Source: an optimization exercise on an open RTL-to-GDS flow (aim: small area and a short achievable clock period). Production flows keep margins and buffers that such runs may drop. Function was checked by simulation only, so behaviour that the tests miss may differ from the original. Power figures rest on the tool's default switching activity, not on a simulated workload.

==> flow/design.v <==
module FIR(Dout, Din, clk, reset);
output	[17:0]	Dout;
input 	[7:0] 	Din;
input 		clk, reset;
reg [7:0] h1, h2, h3, h4, h5, h6, h7;
reg [15:0] R;
wire s1, c1;
HA u1 (.a(h2[0]), .b(h4[0]), .s(s1), .co(c1));
wire s2, c2;
FA u2 (.a(h2[1]), .b(h4[1]), .c(c1), .s(s2), .co(c2));
wire s3, c3;
FA u3 (.a(h2[2]), .b(h4[2]), .c(c2), .s(s3), .co(c3));
wire s4, c4;
FA u4 (.a(h2[3]), .b(h4[3]), .c(c3), .s(s4), .co(c4));
wire s5, c5;
FA u5 (.a(h2[4]), .b(h4[4]), .c(c4), .s(s5), .co(c5));
wire s6, c6;
FA u6 (.a(h2[5]), .b(h4[5]), .c(c5), .s(s6), .co(c6));
wire s7, c7;
FA u7 (.a(h2[6]), .b(h4[6]), .c(c6), .s(s7), .co(c7));
wire s8, c8;
FA u8 (.a(h2[7]), .b(h4[7]), .c(c7), .s(s8), .co(c8));
wire s9, c9;
FA u9 (.a(h6[0]), .b(h7[0]), .c(Din[0]), .s(s9), .co(c9));
wire n10 = ~s1;
wire s11, c11;
FA u11 (.a(h6[1]), .b(h7[1]), .c(n10), .s(s11), .co(c11));
wire s12, c12;
FA u12 (.a(s11), .b(Din[1]), .c(c9), .s(s12), .co(c12));
wire n13 = ~h7[2];
wire s14, c14;
FA u14 (.a(h3[0]), .b(n13), .c(h6[2]), .s(s14), .co(c14));
wire n15 = ~c11;
wire s16, c16;
FA u16 (.a(s14), .b(s2), .c(n15), .s(s16), .co(c16));
wire n17 = ~s16;
wire s18, c18;
FA u18 (.a(n17), .b(Din[2]), .c(c12), .s(s18), .co(c18));
wire s19, c19;
FA u19 (.a(h6[3]), .b(h7[3]), .c(h6[2]), .s(s19), .co(c19));
wire s20, c20;
FA u20 (.a(h3[1]), .b(h7[0]), .c(c14), .s(s20), .co(c20));
wire s21, c21;
FA u21 (.a(s20), .b(s3), .c(c16), .s(s21), .co(c21));
wire n22 = ~s21;
wire s23, c23;
FA u23 (.a(s19), .b(n22), .c(Din[3]), .s(s23), .co(c23));
wire s24, c24;
FA u24 (.a(h6[0]), .b(h6[4]), .c(h7[4]), .s(s24), .co(c24));
wire s25, c25;
FA u25 (.a(h3[0]), .b(h3[2]), .c(h7[1]), .s(s25), .co(c25));
wire s26, c26;
FA u26 (.a(s1), .b(c19), .c(s24), .s(s26), .co(c26));
wire n27 = ~s26;
wire s28, c28;
FA u28 (.a(s25), .b(c20), .c(n27), .s(s28), .co(c28));
wire s29, c29;
FA u29 (.a(s28), .b(s4), .c(c21), .s(s29), .co(c29));
wire n30 = ~s29;
wire s31, c31;
FA u31 (.a(n30), .b(Din[0]), .c(Din[4]), .s(s31), .co(c31));
wire s32, c32;
FA u32 (.a(h6[1]), .b(h6[5]), .c(h7[5]), .s(s32), .co(c32));
wire s33, c33;
FA u33 (.a(h1[0]), .b(h5[0]), .c(h3[0]), .s(s33), .co(c33));
wire s34, c34;
FA u34 (.a(h3[1]), .b(h3[3]), .c(h7[2]), .s(s34), .co(c34));
wire s35, c35;
FA u35 (.a(s1), .b(c24), .c(s32), .s(s35), .co(c35));
wire s36, c36;
FA u36 (.a(c25), .b(s33), .c(s34), .s(s36), .co(c36));
wire s37, c37;
FA u37 (.a(s2), .b(c26), .c(s35), .s(s37), .co(c37));
wire n38 = ~s37;
wire s39, c39;
FA u39 (.a(s36), .b(n38), .c(c28), .s(s39), .co(c39));
wire s40, c40;
FA u40 (.a(s39), .b(s5), .c(c29), .s(s40), .co(c40));
wire n41 = ~s40;
wire s42, c42;
FA u42 (.a(Din[1]), .b(Din[5]), .c(n41), .s(s42), .co(c42));
wire s43, c43;
FA u43 (.a(h6[2]), .b(h6[6]), .c(h7[6]), .s(s43), .co(c43));
wire s44, c44;
FA u44 (.a(h1[1]), .b(h5[1]), .c(h3[1]), .s(s44), .co(c44));
wire s45, c45;
FA u45 (.a(h3[2]), .b(h3[4]), .c(h7[3]), .s(s45), .co(c45));
wire s46, c46;
FA u46 (.a(c33), .b(c34), .c(s44), .s(s46), .co(c46));
wire n47 = ~s45;
wire s48, c48;
FA u48 (.a(c32), .b(s43), .c(n47), .s(s48), .co(c48));
wire s49, c49;
FA u49 (.a(s2), .b(c35), .c(s48), .s(s49), .co(c49));
wire n50 = ~s3;
wire s51, c51;
FA u51 (.a(c36), .b(s46), .c(n50), .s(s51), .co(c51));
wire n52 = ~s51;
wire s53, c53;
FA u53 (.a(c37), .b(s49), .c(n52), .s(s53), .co(c53));
wire s54, c54;
FA u54 (.a(s53), .b(Din[2]), .c(Din[6]), .s(s54), .co(c54));
wire s55, c55;
FA u55 (.a(c39), .b(s6), .c(c40), .s(s55), .co(c55));
wire n56 = ~s55;
wire s57, c57;
FA u57 (.a(s54), .b(n56), .c(c42), .s(s57), .co(c57));
wire s58, c58;
FA u58 (.a(h6[3]), .b(h6[7]), .c(h7[7]), .s(s58), .co(c58));
wire s59, c59;
FA u59 (.a(h1[2]), .b(h5[2]), .c(h3[2]), .s(s59), .co(c59));
wire s60, c60;
FA u60 (.a(h3[3]), .b(h3[5]), .c(h7[4]), .s(s60), .co(c60));
wire s61, c61;
FA u61 (.a(c44), .b(c45), .c(s59), .s(s61), .co(c61));
wire n62 = ~s60;
wire s63, c63;
FA u63 (.a(c43), .b(s58), .c(n62), .s(s63), .co(c63));
wire s64, c64;
FA u64 (.a(c48), .b(s63), .c(s3), .s(s64), .co(c64));
wire s65, c65;
FA u65 (.a(c49), .b(s4), .c(s64), .s(s65), .co(c65));
wire s66, c66;
FA u66 (.a(c46), .b(s61), .c(c51), .s(s66), .co(c66));
wire n67 = ~s66;
wire s68, c68;
FA u68 (.a(s65), .b(n67), .c(c53), .s(s68), .co(c68));
wire s69, c69;
FA u69 (.a(Din[3]), .b(Din[7]), .c(s68), .s(s69), .co(c69));
wire n70 = ~c54;
wire s71, c71;
FA u71 (.a(s7), .b(n70), .c(c55), .s(s71), .co(c71));
wire n72 = ~s71;
wire s73, c73;
FA u73 (.a(s69), .b(n72), .c(c57), .s(s73), .co(c73));
wire s74, c74;
FA u74 (.a(h1[3]), .b(h5[3]), .c(h3[3]), .s(s74), .co(c74));
wire s75, c75;
FA u75 (.a(h3[4]), .b(h3[6]), .c(h7[5]), .s(s75), .co(c75));
wire s76, c76;
FA u76 (.a(c59), .b(c60), .c(s74), .s(s76), .co(c76));
wire n77 = ~s75;
wire s78, c78;
FA u78 (.a(h6[4]), .b(c58), .c(n77), .s(s78), .co(c78));
wire n79 = ~c63;
wire s80, c80;
FA u80 (.a(c61), .b(s76), .c(n79), .s(s80), .co(c80));
wire s81, c81;
FA u81 (.a(s78), .b(s4), .c(c64), .s(s81), .co(c81));
wire s82, c82;
FA u82 (.a(s5), .b(c65), .c(s81), .s(s82), .co(c82));
wire s83, c83;
FA u83 (.a(Din[4]), .b(s82), .c(c68), .s(s83), .co(c83));
wire s84, c84;
FA u84 (.a(s80), .b(c66), .c(s8), .s(s84), .co(c84));
wire n85 = ~c71;
wire s86, c86;
FA u86 (.a(c69), .b(s83), .c(n85), .s(s86), .co(c86));
wire n87 = ~s84;
wire s88, c88;
FA u88 (.a(n87), .b(s86), .c(c73), .s(s88), .co(c88));
wire s89, c89;
FA u89 (.a(h1[4]), .b(h5[4]), .c(h3[4]), .s(s89), .co(c89));
wire s90, c90;
FA u90 (.a(h3[5]), .b(h3[7]), .c(h7[6]), .s(s90), .co(c90));
wire s91, c91;
FA u91 (.a(h6[5]), .b(c74), .c(c75), .s(s91), .co(c91));
wire s92, c92;
FA u92 (.a(s89), .b(s90), .c(c76), .s(s92), .co(c92));
wire s93, c93;
FA u93 (.a(s91), .b(s92), .c(c80), .s(s93), .co(c93));
wire s94, c94;
FA u94 (.a(c78), .b(s5), .c(c81), .s(s94), .co(c94));
wire s95, c95;
FA u95 (.a(s6), .b(c82), .c(s94), .s(s95), .co(c95));
wire s96, c96;
FA u96 (.a(Din[5]), .b(s95), .c(c83), .s(s96), .co(c96));
wire s97, c97;
FA u97 (.a(s93), .b(c8), .c(c84), .s(s97), .co(c97));
wire n98 = ~s97;
wire s99, c99;
FA u99 (.a(s96), .b(c86), .c(n98), .s(s99), .co(c99));
wire s100, c100;
FA u100 (.a(h1[5]), .b(h5[5]), .c(h3[5]), .s(s100), .co(c100));
wire n101 = ~h6[6];
wire s102, c102;
FA u102 (.a(n101), .b(h3[6]), .c(h7[7]), .s(s102), .co(c102));
wire s103, c103;
FA u103 (.a(c89), .b(c90), .c(s100), .s(s103), .co(c103));
wire s104, c104;
FA u104 (.a(s102), .b(c91), .c(s103), .s(s104), .co(c104));
wire n105 = ~h6[5];
wire s106, c106;
FA u106 (.a(n105), .b(c92), .c(s104), .s(s106), .co(c106));
wire s107, c107;
FA u107 (.a(s6), .b(c94), .c(Din[6]), .s(s107), .co(c107));
wire s108, c108;
FA u108 (.a(s7), .b(c95), .c(s107), .s(s108), .co(c108));
wire n109 = ~s108;
wire s110, c110;
FA u110 (.a(s106), .b(c93), .c(n109), .s(s110), .co(c110));
wire n111 = ~c96;
wire s112, c112;
FA u112 (.a(n111), .b(s110), .c(c97), .s(s112), .co(c112));
wire s113, c113;
FA u113 (.a(h1[6]), .b(h5[6]), .c(h3[6]), .s(s113), .co(c113));
wire s114, c114;
FA u114 (.a(h3[7]), .b(h6[7]), .c(c100), .s(s114), .co(c114));
wire s115, c115;
FA u115 (.a(s113), .b(c102), .c(c103), .s(s115), .co(c115));
wire s116, c116;
FA u116 (.a(s114), .b(c104), .c(s115), .s(s116), .co(c116));
wire n117 = ~Din[7];
wire s118, c118;
FA u118 (.a(c106), .b(s116), .c(n117), .s(s118), .co(c118));
wire s119, c119;
FA u119 (.a(s7), .b(c107), .c(s8), .s(s119), .co(c119));
wire n120 = ~s118;
wire s121, c121;
FA u121 (.a(n120), .b(c108), .c(s119), .s(s121), .co(c121));
wire n122 = ~s121;
wire s123, c123;
FA u123 (.a(c110), .b(n122), .c(c112), .s(s123), .co(c123));
wire n124 = ~h6[7];
wire s125, c125;
FA u125 (.a(h5[7]), .b(h3[7]), .c(n124), .s(s125), .co(c125));
wire n126 = ~h1[7];
wire s127, c127;
FA u127 (.a(n126), .b(c113), .c(s125), .s(s127), .co(c127));
wire s128, c128;
FA u128 (.a(c114), .b(s127), .c(c115), .s(s128), .co(c128));
wire s129, c129;
FA u129 (.a(c116), .b(s128), .c(c118), .s(s129), .co(c129));
wire s130, c130;
FA u130 (.a(c8), .b(s8), .c(c119), .s(s130), .co(c130));
wire n131 = ~s129;
wire s132, c132;
FA u132 (.a(n131), .b(s130), .c(c121), .s(s132), .co(c132));
wire s133, c133;
FA u133 (.a(n126), .b(c125), .c(c127), .s(s133), .co(c133));
wire s134, c134;
FA u134 (.a(s133), .b(c128), .c(c129), .s(s134), .co(c134));
wire n135 = ~s134;
wire s136, c136;
FA u136 (.a(c8), .b(n135), .c(c130), .s(s136), .co(c136));
wire s137, c137;
FA u137 (.a(n126), .b(c133), .c(c134), .s(s137), .co(c137));
wire n138 = c18 ^ s23;
wire n139 = c18 & s23;
wire n140 = c23 ^ s31;
wire n141 = c23 & s31;
wire n142 = c31 ^ s42;
wire n143 = c31 & s42;
wire n144 = c88 ^ s99;
wire n145 = c88 & s99;
wire n146 = c99 ^ ~s112;
wire n147 = c99 & ~s112;
wire n148 = ~c123 ^ s132;
wire n149 = ~c123 & s132;
wire n150 = c132 ^ s136;
wire n151 = c132 & s136;
wire n152 = c136 ^ ~s137;
wire n153 = c136 & ~s137;
wire n154 = h1[7] ^ ~c137;
wire n155 = h1[7] & ~c137;
wire n156 = s12 & s9;
wire n157 = s18 & s12;
wire n158 = n138 & s18;
wire n159 = n141 | (n140 & n139);
wire n160 = n140 & n138;
wire n161 = n143 | (n142 & n141);
wire n162 = n142 & n140;
wire n163 = s57 & n143;
wire n164 = s57 & n142;
wire n165 = s73 & s57;
wire n166 = s88 & s73;
wire n167 = n144 & s88;
wire n168 = n147 | (n146 & n145);
wire n169 = n146 & n144;
wire n170 = ~s123 & n147;
wire n171 = ~s123 & n146;
wire n172 = n148 & ~s123;
wire n173 = n151 | (n150 & n149);
wire n174 = n150 & n148;
wire n175 = n153 | (n152 & n151);
wire n176 = n152 & n150;
wire n177 = n155 | (n154 & n153);
wire n178 = n154 & n152;
wire n179 = n157 & s9;
wire n180 = n158 & n156;
wire n181 = n160 & n157;
wire n182 = n161 | (n162 & n139);
wire n183 = n162 & n158;
wire n184 = n163 | (n164 & n159);
wire n185 = n164 & n160;
wire n186 = n165 & n161;
wire n187 = n165 & n162;
wire n188 = n166 & n163;
wire n189 = n166 & n164;
wire n190 = n167 & n165;
wire n191 = n169 & n166;
wire n192 = n170 | (n171 & n145);
wire n193 = n171 & n167;
wire n194 = n149 | (n172 & n168);
wire n195 = n172 & n169;
wire n196 = n173 | (n174 & n170);
wire n197 = n174 & n171;
wire n198 = n175 | (n176 & n149);
wire n199 = n176 & n172;
wire n200 = n177 | (n178 & n173);
wire n201 = n178 & n174;
wire n202 = n181 & s9;
wire n203 = n183 & n156;
wire n204 = n185 & n179;
wire n205 = n186 | (n187 & n139);
wire n206 = n187 & n180;
wire n207 = n188 | (n189 & n159);
wire n208 = n189 & n181;
wire n209 = n145 | (n190 & n182);
wire n210 = n190 & n183;
wire n211 = n168 | (n191 & n184);
wire n212 = n191 & n185;
wire n213 = n192 | (n193 & n186);
wire n214 = n193 & n187;
wire n215 = n194 | (n195 & n188);
wire n216 = n195 & n189;
wire n217 = n196 | (n197 & n145);
wire n218 = n197 & n190;
wire n219 = n198 | (n199 & n168);
wire n220 = n199 & n191;
wire n221 = n200 | (n201 & n192);
wire n222 = n201 & n193;
wire n223 = n208 & s9;
wire n224 = n210 & n156;
wire n225 = n212 & n179;
wire n226 = n213 | (n214 & n139);
wire n227 = n214 & n180;
wire n228 = n215 | (n216 & n159);
wire n229 = n216 & n202;
wire n230 = n217 | (n218 & n182);
wire n231 = n218 & n203;
wire n232 = n219 | (n220 & n184);
wire n233 = n220 & n204;
wire n234 = n221 | (n222 & n205);
wire n235 = n222 & n206;
wire n236 = n140 ^ n139;
wire n237 = n142 ^ n159;
wire n238 = s57 ^ n182;
wire n239 = s73 ^ n184;
wire n240 = s88 ^ n205;
wire n241 = n144 ^ n207;
wire n242 = n146 ^ n209;
wire n243 = ~s123 ^ n211;
wire n244 = n148 ^ n226;
wire n245 = n150 ^ n228;
wire n246 = n152 ^ n230;
wire n247 = n154 ^ n232;
wire [15:0] Rn = {n247, n246, n245, n244, n243, n242, n241, n240, n239, n238, n237, n236, n138, s18, s12, s9};
wire n248 = ~Din[0];
wire s249, c249;
HA u249 (.a(R[0]), .b(n248), .s(s249), .co(c249));
wire n250 = ~Din[1];
wire s251, c251;
HA u251 (.a(R[1]), .b(n250), .s(s251), .co(c251));
wire n252 = ~Din[2];
wire s253, c253;
HA u253 (.a(R[2]), .b(n252), .s(s253), .co(c253));
wire n254 = ~Din[3];
wire s255, c255;
FA u255 (.a(R[3]), .b(Din[0]), .c(n254), .s(s255), .co(c255));
wire n256 = ~Din[4];
wire s257, c257;
FA u257 (.a(R[4]), .b(Din[1]), .c(n256), .s(s257), .co(c257));
wire n258 = ~Din[5];
wire s259, c259;
FA u259 (.a(R[5]), .b(Din[2]), .c(n258), .s(s259), .co(c259));
wire n260 = ~Din[6];
wire s261, c261;
FA u261 (.a(R[6]), .b(Din[3]), .c(n260), .s(s261), .co(c261));
wire s262, c262;
FA u262 (.a(R[7]), .b(Din[4]), .c(n117), .s(s262), .co(c262));
wire s263, c263;
HA u263 (.a(R[8]), .b(Din[5]), .s(s263), .co(c263));
wire s264, c264;
HA u264 (.a(R[9]), .b(Din[6]), .s(s264), .co(c264));
wire s265, c265;
HA u265 (.a(R[10]), .b(Din[7]), .s(s265), .co(c265));
wire n266 = s251 ^ c249;
wire n267 = s251 & c249;
wire n268 = s253 ^ c251;
wire n269 = s253 & c251;
wire n270 = s255 ^ c253;
wire n271 = s255 & c253;
wire n272 = s257 ^ c255;
wire n273 = s257 & c255;
wire n274 = s259 ^ c257;
wire n275 = s259 & c257;
wire n276 = s261 ^ c259;
wire n277 = s261 & c259;
wire n278 = s262 ^ c261;
wire n279 = s262 & c261;
wire n280 = s263 ^ c262;
wire n281 = s263 & c262;
wire n282 = s264 ^ c263;
wire n283 = s264 & c263;
wire n284 = s265 ^ c264;
wire n285 = s265 & c264;
wire n286 = R[11] ^ c265;
wire n287 = R[11] & c265;
wire n288 = n266 & s249;
wire n289 = n269 | (n268 & n267);
wire n290 = n268 & n266;
wire n291 = n271 | (n270 & n269);
wire n292 = n270 & n268;
wire n293 = n273 | (n272 & n271);
wire n294 = n272 & n270;
wire n295 = n275 | (n274 & n273);
wire n296 = n274 & n272;
wire n297 = n277 | (n276 & n275);
wire n298 = n276 & n274;
wire n299 = n279 | (n278 & n277);
wire n300 = n278 & n276;
wire n301 = n281 | (n280 & n279);
wire n302 = n280 & n278;
wire n303 = n283 | (n282 & n281);
wire n304 = n282 & n280;
wire n305 = n285 | (n284 & n283);
wire n306 = n284 & n282;
wire n307 = n287 | (n286 & n285);
wire n308 = n286 & n284;
wire n309 = R[12] & n287;
wire n310 = R[12] & n286;
wire n311 = R[13] & R[12];
wire n312 = R[14] & R[13];
wire n313 = R[15] & R[14];
wire n314 = n290 & s249;
wire n315 = n291 | (n292 & n267);
wire n316 = n292 & n288;
wire n317 = n293 | (n294 & n289);
wire n318 = n294 & n290;
wire n319 = n295 | (n296 & n291);
wire n320 = n296 & n292;
wire n321 = n297 | (n298 & n293);
wire n322 = n298 & n294;
wire n323 = n299 | (n300 & n295);
wire n324 = n300 & n296;
wire n325 = n301 | (n302 & n297);
wire n326 = n302 & n298;
wire n327 = n303 | (n304 & n299);
wire n328 = n304 & n300;
wire n329 = n305 | (n306 & n301);
wire n330 = n306 & n302;
wire n331 = n307 | (n308 & n303);
wire n332 = n308 & n304;
wire n333 = n309 | (n310 & n305);
wire n334 = n310 & n306;
wire n335 = n311 & n307;
wire n336 = n311 & n308;
wire n337 = n312 & n309;
wire n338 = n312 & n310;
wire n339 = n313 & n311;
wire n340 = n318 & s249;
wire n341 = n319 | (n320 & n267);
wire n342 = n320 & n288;
wire n343 = n321 | (n322 & n289);
wire n344 = n322 & n314;
wire n345 = n323 | (n324 & n315);
wire n346 = n324 & n316;
wire n347 = n325 | (n326 & n317);
wire n348 = n326 & n318;
wire n349 = n327 | (n328 & n319);
wire n350 = n328 & n320;
wire n351 = n329 | (n330 & n321);
wire n352 = n330 & n322;
wire n353 = n331 | (n332 & n323);
wire n354 = n332 & n324;
wire n355 = n333 | (n334 & n325);
wire n356 = n334 & n326;
wire n357 = n335 | (n336 & n327);
wire n358 = n336 & n328;
wire n359 = n337 | (n338 & n329);
wire n360 = n338 & n330;
wire n361 = n339 & n331;
wire n362 = n339 & n332;
wire n363 = n348 & s249;
wire n364 = n349 | (n350 & n267);
wire n365 = n350 & n288;
wire n366 = n351 | (n352 & n289);
wire n367 = n352 & n314;
wire n368 = n353 | (n354 & n315);
wire n369 = n354 & n316;
wire n370 = n355 | (n356 & n317);
wire n371 = n356 & n340;
wire n372 = n357 | (n358 & n341);
wire n373 = n358 & n342;
wire n374 = n359 | (n360 & n343);
wire n375 = n360 & n344;
wire n376 = n361 | (n362 & n345);
wire n377 = n362 & n346;
wire n378 = n268 ^ n267;
wire n379 = n270 ^ n289;
wire n380 = n272 ^ n315;
wire n381 = n274 ^ n317;
wire n382 = n276 ^ n341;
wire n383 = n278 ^ n343;
wire n384 = n280 ^ n345;
wire n385 = n282 ^ n347;
wire n386 = n284 ^ n364;
wire n387 = n286 ^ n366;
wire n388 = R[12] ^ n368;
wire n389 = R[13] ^ n370;
wire n390 = R[14] ^ n372;
wire n391 = R[15] ^ n374;
wire [15:0] y = {n391, n390, n389, n388, n387, n386, n385, n384, n383, n382, n381, n380, n379, n378, n266, s249};
always @(posedge clk)
begin
	if (reset)
	begin
		h1 <= 8'hff;
		h2 <= 8'h00;
		h3 <= 8'hff;
		h4 <= 8'h00;
		h5 <= 8'hff;
		h6 <= 8'h00;
		h7 <= 8'hff;
		R <= 16'd65281;
	end
	else
	begin
		h1 <= ~Din;
		h2 <= ~h1;
		h3 <= ~h2;
		h4 <= ~h3;
		h5 <= ~h4;
		h6 <= ~h5;
		h7 <= ~h6;
		R <= Rn;
	end
end
assign Dout = {2'b00, y};
endmodule
module FA(input a, input b, input c, output s, output co);
assign s = a ^ b ^ c;
assign co = (a & b) | (a & c) | (b & c);
endmodule
module HA(input a, input b, output s, output co);
assign s = a ^ b;
assign co = a & b;
endmodule
==> flow/flow/run.sh <==
#!/bin/bash
# Layout flow: the standard flow (standard.sh), with its standard synthesis
# unchanged, then the layout steps with a larger setup margin for repair_timing,
# faster port buffers and a smaller clock tree. Each step's full output goes to
# a log in this folder.
set -euo pipefail
bash standard.sh synth > log_synth.txt 2>&1
bash standard.sh SETUP_SLACK_MARGIN=4.0 \
  "BUFFER_PORTS_ARGS=-buffer_cell sky130_fd_sc_hd__buf_2" \
  "CTS_ARGS=-sink_clustering_enable -repair_clock_nets -dont_use_dummy_load -buf_list sky130_fd_sc_hd__clkbuf_8 -sink_clustering_size 36 -sink_clustering_max_diameter 100" \
  finish > log_layout.txt 2>&1
==> flow/standard.sh <==
#!/bin/bash
# synth_recipe.tcl (not shown) runs the flow's synth.tcl, then flattens the netlist and writes it again
# the make line also repeats each setting of config.mk as NAME=value (left out here)
make -C /OpenROAD-flow-scripts/flow DESIGN_CONFIG=/design/flow/config.mk WORK_HOME=/design/flow/orfs CLKGATE_MAP_FILE= SYNTH_SCRIPT=/design/flow/synth_recipe.tcl "${@:-finish}"
==> flow/config.mk <==
export PLATFORM = sky130hd
export DESIGN_NAME = FIR
export DESIGN_NICKNAME = FIR
export VERILOG_FILES = /design/flow/design.v
export SDC_FILE = /design/flow/constraint.sdc
export NUM_CORES = 4
export LEC_CHECK = 0
export ABC_CLOCK_PERIOD_IN_PS = 2000
export CAP_MARGIN = 20
export CORE_MARGIN = 2
export CORE_UTILIZATION = 40
export SLEW_MARGIN = 20
export SYNTH_HIERARCHICAL = 1
==> flow/constraint.sdc <==
create_clock -name core_clock -period 13.0 [get_ports {clk}]
set_input_delay 2.6000 -clock core_clock [delete_from_list [all_inputs] [get_ports {clk}]]
set_output_delay 2.6000 -clock core_clock [all_outputs]
set_load 0.01 [all_outputs]
==> results of run 1 <==
layer usage:
metal / track usage (%) / part of all wire [%]
met4: 3.53 / 0.89
met1: 20.3 / 45
met5: 0 / 0
met3: 3.37 / 2.5
met2: 25.2 / 52
state kept, by name (all words and copies together) (netlist names):
register and cells:
R 16, h1 8, h2 8, h3 8, h4 8, h5 8, h6 8, h7 8
through the flow:
step                      hold slack (ps)  power (mW)  setup WS [ps]  util [%]  instances
after floorplan                       362       0.871           5890         -        473
after global placement                371       0.947           5550      42.2        648
after detailed placement              379       0.966           5470      42.2        648
after CTS                             396        1.11           5460      43.1        657
after global routing                  414        1.20           5300      43.1        657
final                                 394        1.09           5460      43.1        657
cell usage after synthesis (7+ instances only):
| library cell | instances | area share (%) |
|---|---|---|
| a21oi_1 | 18 | 1.7 |
| buf_4 | 18 | 2.5 |
| dfxtp_1 | 72 | 27 |
| fa_1 | 110 | 41 |
| ha_1 | 26 | 6.1 |
| inv_1 | 50 | 3.5 |
| nand2_1 | 45 | 3.2 |
| nand3_1 | 7 | 0.65 |
| nor2_1 | 36 | 2.5 |
| nor3_1 | 8 | 0.75 |
| xnor2_1 | 12 | 2.0 |
modules after synthesis, one instance, submodules excluded:
module | area (µm²) | cells inside | copies in the design
FIR | 3100 | 357 | 1
FA | 20.0 | 1 | 108
HA | 12.5 | 1 | 7
worst paths after layout:
path | to | cells past startpoint
worst min register to register | h3[2] | 1
worst max register to register | R[15] | 18
worst min-delay path | h3[2] | 1
worst max-delay path | Dout[11] | 10
worst max-delay path: stages:
cell and delay [ps]:
buf_2 190, inv_1 80, fa_1 430, ha_1 390, a211o_1 300, a31oi_2 250
o21ai_1 160, o31ai_2 230, xnor2_1 150, buf_2 150
power by group through the flow:
stage               Clock [mW]  Combinational [mW]  Sequential, mW
finish                   0.133               0.698           0.259
global route             0.148               0.790           0.263
CTS                      0.140               0.707           0.260
detailed placement           0               0.701           0.265
global placement             0               0.683           0.264
floorplan                    0               0.610           0.261
cell type report:
class	instances	area, µm²
timing repair buffer	27	140
sequential	72	1440
fill	1267	7470
tap	176	220
multi-input combinational	323	3550
clock buffer	9	124
inverter	50	188
kinds of logic (layout without fill, tap and decap cells):
kind of cell / after synthesis / count (layout) / share of synthesized area [%]
flip-flops: 72 / 72 / 26.9
buffers and inverters: 78 / 86 / 6.76
adder cells (fa/ha/maj): 136 / 136 / 47.3
XOR/XNOR: 18 / 18 / 2.95
other: 1 / 2 / 0.0701
AND/OR/NAND/NOR: 118 / 118 / 9.92
AO/OA/AOI/OAI: 49 / 49 / 6.11
==> reports/results.tsv, run 1 <==
metric	value	unit
worstSetupPathType	input port to output port	
cts_tree	done	
cts_sinks	72	
finalSetupTns	0	ps
synth_flop_cell	dfxtp_1	
drcViolationCount	0	
async_flop_share	0	%
synthDistinctLibCells	44	
seq_power_share	23.8	%
hold_buffers	0	
p_clk_share	12.2	%
peakVddDrop	0.000106	V
port-buffer-count	25	
cellInternalPower	0.616	mW
power.switching	0.474	mW
period_minus_slack	7540	ps
status	timing/DRC/antenna clean	
cts_made_buffers	9	
setup.worst_path.start	Din[5]	
fp.dieH	120	µm
drt-total-wl	9530	µm
finalHoldViolCount	0	
first_global_vias	3440	
drv_cap	0	
maxSlewViolCount	0	
drive_above_1_share	9.15	%
ios	28	
power_density	193	nW/µm²
synth-edff-count	0	
rr_startpoint	h2[0]	
max_freq	133	MHz
rsz0062_at_grt	no	
netlist_area	5350	µm²
setup_viol	0	
syn_area_per_cell	11.3	µm²
rrSetupSlack	6660	ps
skew	16.1	ps
drt-pass1-iter-count	4	
grt_max_degree	40	
antennaDiodeCount	0	
grt_pass1_wl	16700	µm
crit_fanout	7	
clkTransAtPathRegs	70	ps
fp.dieW	120	µm
ys_seq_area_share	26.9	%
initialDrtViolationCount	137	
critPathRequiredTime	10400	ps
post-dp-hpwl	8060	µm
p_comb_share	64.1	%
swShare	43.5	%
cts_setup_buffers	0	
slew_headroom	66.9	%
antenna_left	0	
wl_per_cell	14.5	µm
synth_seq_cells	72	
clock_latency	340	ps
h-tree-depth	3	
syn_inst	472	
core	13100	µm²
grt.overflow.total	0	
cts_root_buf	clkbuf_8	
synth_warnings	7	
antenna_found_initial	0	
clock_path_buffers	2	
worst_slew_pin_slew	491	ps
vias	3162	
leakagePower	2.37	nW
timing.final.crit_share	58.0	%
vias_per_cell	4.81	
start_util	40.7	%
fin_area	5660	µm²
area_growth	5.87	%
placed_cell_area	5540	µm²
cts_resized	0	
end_kind	output port	
grt_usage	15.1	%
mostFrequentLayoutCell	fa_1	
layout_common_cells	fa_1, dfxtp_1, inv_1	
hold_path_class	register to register	
gp_congestion	0.829	
die_area	14300	µm²
crit_path_start_kind	input port	
num_rows	42	
nets	629	
min-delay-start	h2[2]	
worstPathArrival	4940	ps
==> inputs of run 2 (changes only) <==
--- a/flow/flow/run.sh
+++ b/flow/flow/run.sh
@@ -5,7 +5,7 @@
 # a log in this folder.
 set -euo pipefail
 bash standard.sh synth > log_synth.txt 2>&1
-bash standard.sh SETUP_SLACK_MARGIN=4.0 \
+bash standard.sh SETUP_SLACK_MARGIN=5.5 \
   "BUFFER_PORTS_ARGS=-buffer_cell sky130_fd_sc_hd__buf_2" \
   "CTS_ARGS=-sink_clustering_enable -repair_clock_nets -dont_use_dummy_load -buf_list sky130_fd_sc_hd__clkbuf_8 -sink_clustering_size 36 -sink_clustering_max_diameter 100" \
   finish > log_layout.txt 2>&1
==> reports/results.tsv, run 2 <==
metric	value	unit	change
min-delay-start	h2[2]		unchanged
clkTransAtPathRegs	70	ps	about the same
slew_headroom	66.9	%	unchanged
ys_top_cells_by_area	fa_1, dfxtp_1, ha_1, inv_1, nand2_1		unchanged
worstPathArrival	4800	ps	was 4940 ps
post-dp-hpwl	8060	µm	unchanged
largest_reg_flops	16		unchanged
grt_max_degree	40		unchanged
yosys-top-cells-count	fa_1, dfxtp_1, inv_1		unchanged
crit_path_start_kind	input port		unchanged
synthDistinctLibCells	44		unchanged
setup.worst_path.start	Din[2]		was Din[5]
netlist_area	5350	µm²	unchanged
power	1.11	mW	was 1.09 mW
drt-pass1-iter-count	4		unchanged
status	timing/DRC/antenna clean		unchanged
synth_warnings	7		unchanged
wl_met3	267	µm	was 236 µm
initialDrtViolationCount	132		was 137
swShare	43.4	%	was 43.5%
die_area	14300	µm²	unchanged
fp.dieH	120	µm	unchanged
critPathRequiredTime	10400	ps	about the same
power_density	193	nW/µm²	about the same
worst_slew_pin_slew	491	ps	unchanged
async_flop_share	0	%	unchanged
top_register	R		unchanged
ys_seq_area_share	26.9	%	unchanged
cts_root_buf	clkbuf_8		unchanged
drive_above_1_share	11.0	%	was 9.15%
rsz0062_at_grt	no		unchanged
mostFrequentLayoutCell	fa_1		unchanged
leakagePower	2.38	nW	was 2.37 nW
ios	28		unchanged
cts_sinks	72		unchanged
vias_per_cell	4.82		was 4.81
drt-total-wl	9550	µm	was 9530 µm
worstSetupPathType	input port to output port		unchanged
grt_usage	15.1	%	unchanged
wl_met1	4250	µm	was 4270 µm
nets	631		was 629
core	13100	µm²	unchanged
end_kind	output port		unchanged
antennaDiodeCount	0		unchanged
skew	16.1	ps	about the same
hold_path_class	register to register		unchanged
synth_flop_cell	dfxtp_1		unchanged
clock_latency	340	ps	about the same
fp.dieW	120	µm	unchanged
start_util	40.7	%	unchanged
hold_buffers	0		unchanged
finalHoldViolCount	0		unchanged
maxSlewViolCount	0		unchanged
grt_pass1_wl	16700	µm	unchanged
clock_path_buffers	2		unchanged
synth_seq_cells	72		unchanged
p_comb_share	64.6	%	was 64.1%
crit_fanout	7		unchanged
max_freq	135	MHz	was 133 MHz
yosysTopAreaCell	fa_1		unchanged
layout_common_cells	fa_1, dfxtp_1, inv_1		unchanged
hold_slack	395	ps	was 394 ps
cts_tree	done		unchanged
cts_made_buffers	9		unchanged
antenna_found_initial	0		unchanged
p_clk_share	12.0	%	was 12.2%
wl_per_cell	14.5	µm	about the same
finalSetupTns	0	ps	unchanged
cellInternalPower	0.628	mW	was 0.616 mW
num_rows	42		unchanged
antenna_left	0		unchanged
rr_startpoint	h2[0]		unchanged
synth.most_common_cell	fa_1		unchanged
first_global_vias	3440		unchanged
h-tree-depth	3		unchanged
routed-wl-met2	4940	µm	about the same
area_growth	7.13	%	was 5.87%
period_minus_slack	7400	ps	was 7540 ps
syn_area_per_cell	11.3	µm²	unchanged
rrSetupSlack	6660	ps	about the same
peakVddDrop	0.000106	V	about the same
power.switching	0.481	mW	was 0.474 mW
top_layer	met4		unchanged
drcViolationCount	0		unchanged
syn_inst	472		unchanged
vias	3174		was 3,162
setup_viol	0		unchanged
seq_power_share	23.4	%	was 23.8%
timing.final.crit_share	56.9	%	was 58.0%
port-buffer-count	25		unchanged
drv_cap	0		unchanged
gp_congestion	0.829		unchanged
synth-edff-count	0		unchanged
grt.overflow.total	0		unchanged
yosysTopAreaCellShare	41.2	%	unchanged
==> run 2: cell counts after synthesis <==
Identical to the previous run, type by type.
==> run 2: cells by family after synthesis <==
| family | synth area share (%) |
|---|---|
| and+or+nand+nor | 9.92 |
| DFF | 26.9 |
| buffers and inverters | 6.76 |
| AOI/OAI and AO/OA | 6.11 |
| xor gates and xnor gates | 2.95 |
| adders and majority gates | 47.3 |
| other | 0.0701 |
==> run 2: worst max-delay path: stages <==
cell and delay [ps]:
buf_2 160, fa_1 560, ha_4 230, a211o_1 330, a31oi_4 210, o21ai_2 110
o31ai_2 290, xnor2_1 150, buf_2 150
==> run 2: through the flow <==
step           util [%]  area, µm²  worst slack, ps  cells
2_1_floorplan         -       5350             5890    473
3_3_place_gp       42.2       5540             5550    648
3_5_place_dp       42.2       5540             5470    648
4_1_cts            43.2       5670             5510    657
5_1_grt            43.6       5730             5500    659
6_report           43.6       5730             5600    659
==> run 2: worst paths after layout <==
check / endpoint / depth (start not counted)
setup / recovery: Dout[11] / 9
hold reg to reg: h3[2] / 1
hold / removal: h3[2] / 1
setup reg to reg: R[15] / 18
==> run 2: what timing repair did <==
item | in CTS | in global routing
pin swaps | 0 | 4
gates resized for setup | 2 | 12
setup buffers | 0 | 2
setup endpoints to repair | 1 | 7
==> run 2: layer usage <==
layer | global-route usage, % | vias to the layer above
met1 | 20.3 | 1639
met4 | 3.53 | 0
met5 | 0 | -
li1 | - | 1493
met3 | 3.37 | 8
met2 | 25.2 | 34
==> run 2: cell type report <==
type	count	area [µm²]
flip-flops and latches	72	1440
fillers	1257	7410
inverters	50	188
well taps	176	220
clock buffers	9	124
multi-input cells	323	3590
repair buffers	29	166
==> run 2: Yosys stat by module, one instance, submodules excluded <==
| module | times used | cell area, µm² |
|---|---|---|
| FA | 108 | 20.0 |
| HA | 7 | 12.5 |
| FIR | 1 | 3100 |
==> run 2: power groups by stage <==
stage / logic [mW] / registers [mW] / clock network, mW
2_1_floorplan: 0.610 / 0.261 / 0
3_3_place_gp: 0.683 / 0.264 / 0
3_5_place_dp: 0.701 / 0.265 / 0
4_1_cts: 0.712 / 0.260 / 0.140
5_1_grt: 0.810 / 0.263 / 0.148
6_report: 0.716 / 0.259 / 0.133

==> static timing again, ports no longer ideal <==
No port has a modelled driver above. Below, the same layouts with a new extraction and two added sets of constraints. Step 1 assumes that a clkbuf_16 drives the clock port and a buf_2 every other input. Step 2 also shifts input and output timing later by t, the mid clock arrival at the registers, as if the neighbouring blocks saw the same clock. Three values: ideal, step 1, step 2; two values: the first two.
run	t (ns)	slack for setup (ns)	worst data-port slew with drivers (ns)
run 1	0.367	5.462 / 5.440 / 5.440	0.03
run 2	0.367	5.598 / 5.573 / 5.573	0.04
After both steps setup and hold are still met in every run listed. For run 2, which loses most, drivers alone change the setup slack by -0.025 ns; drivers and shift together by -0.025 ns.
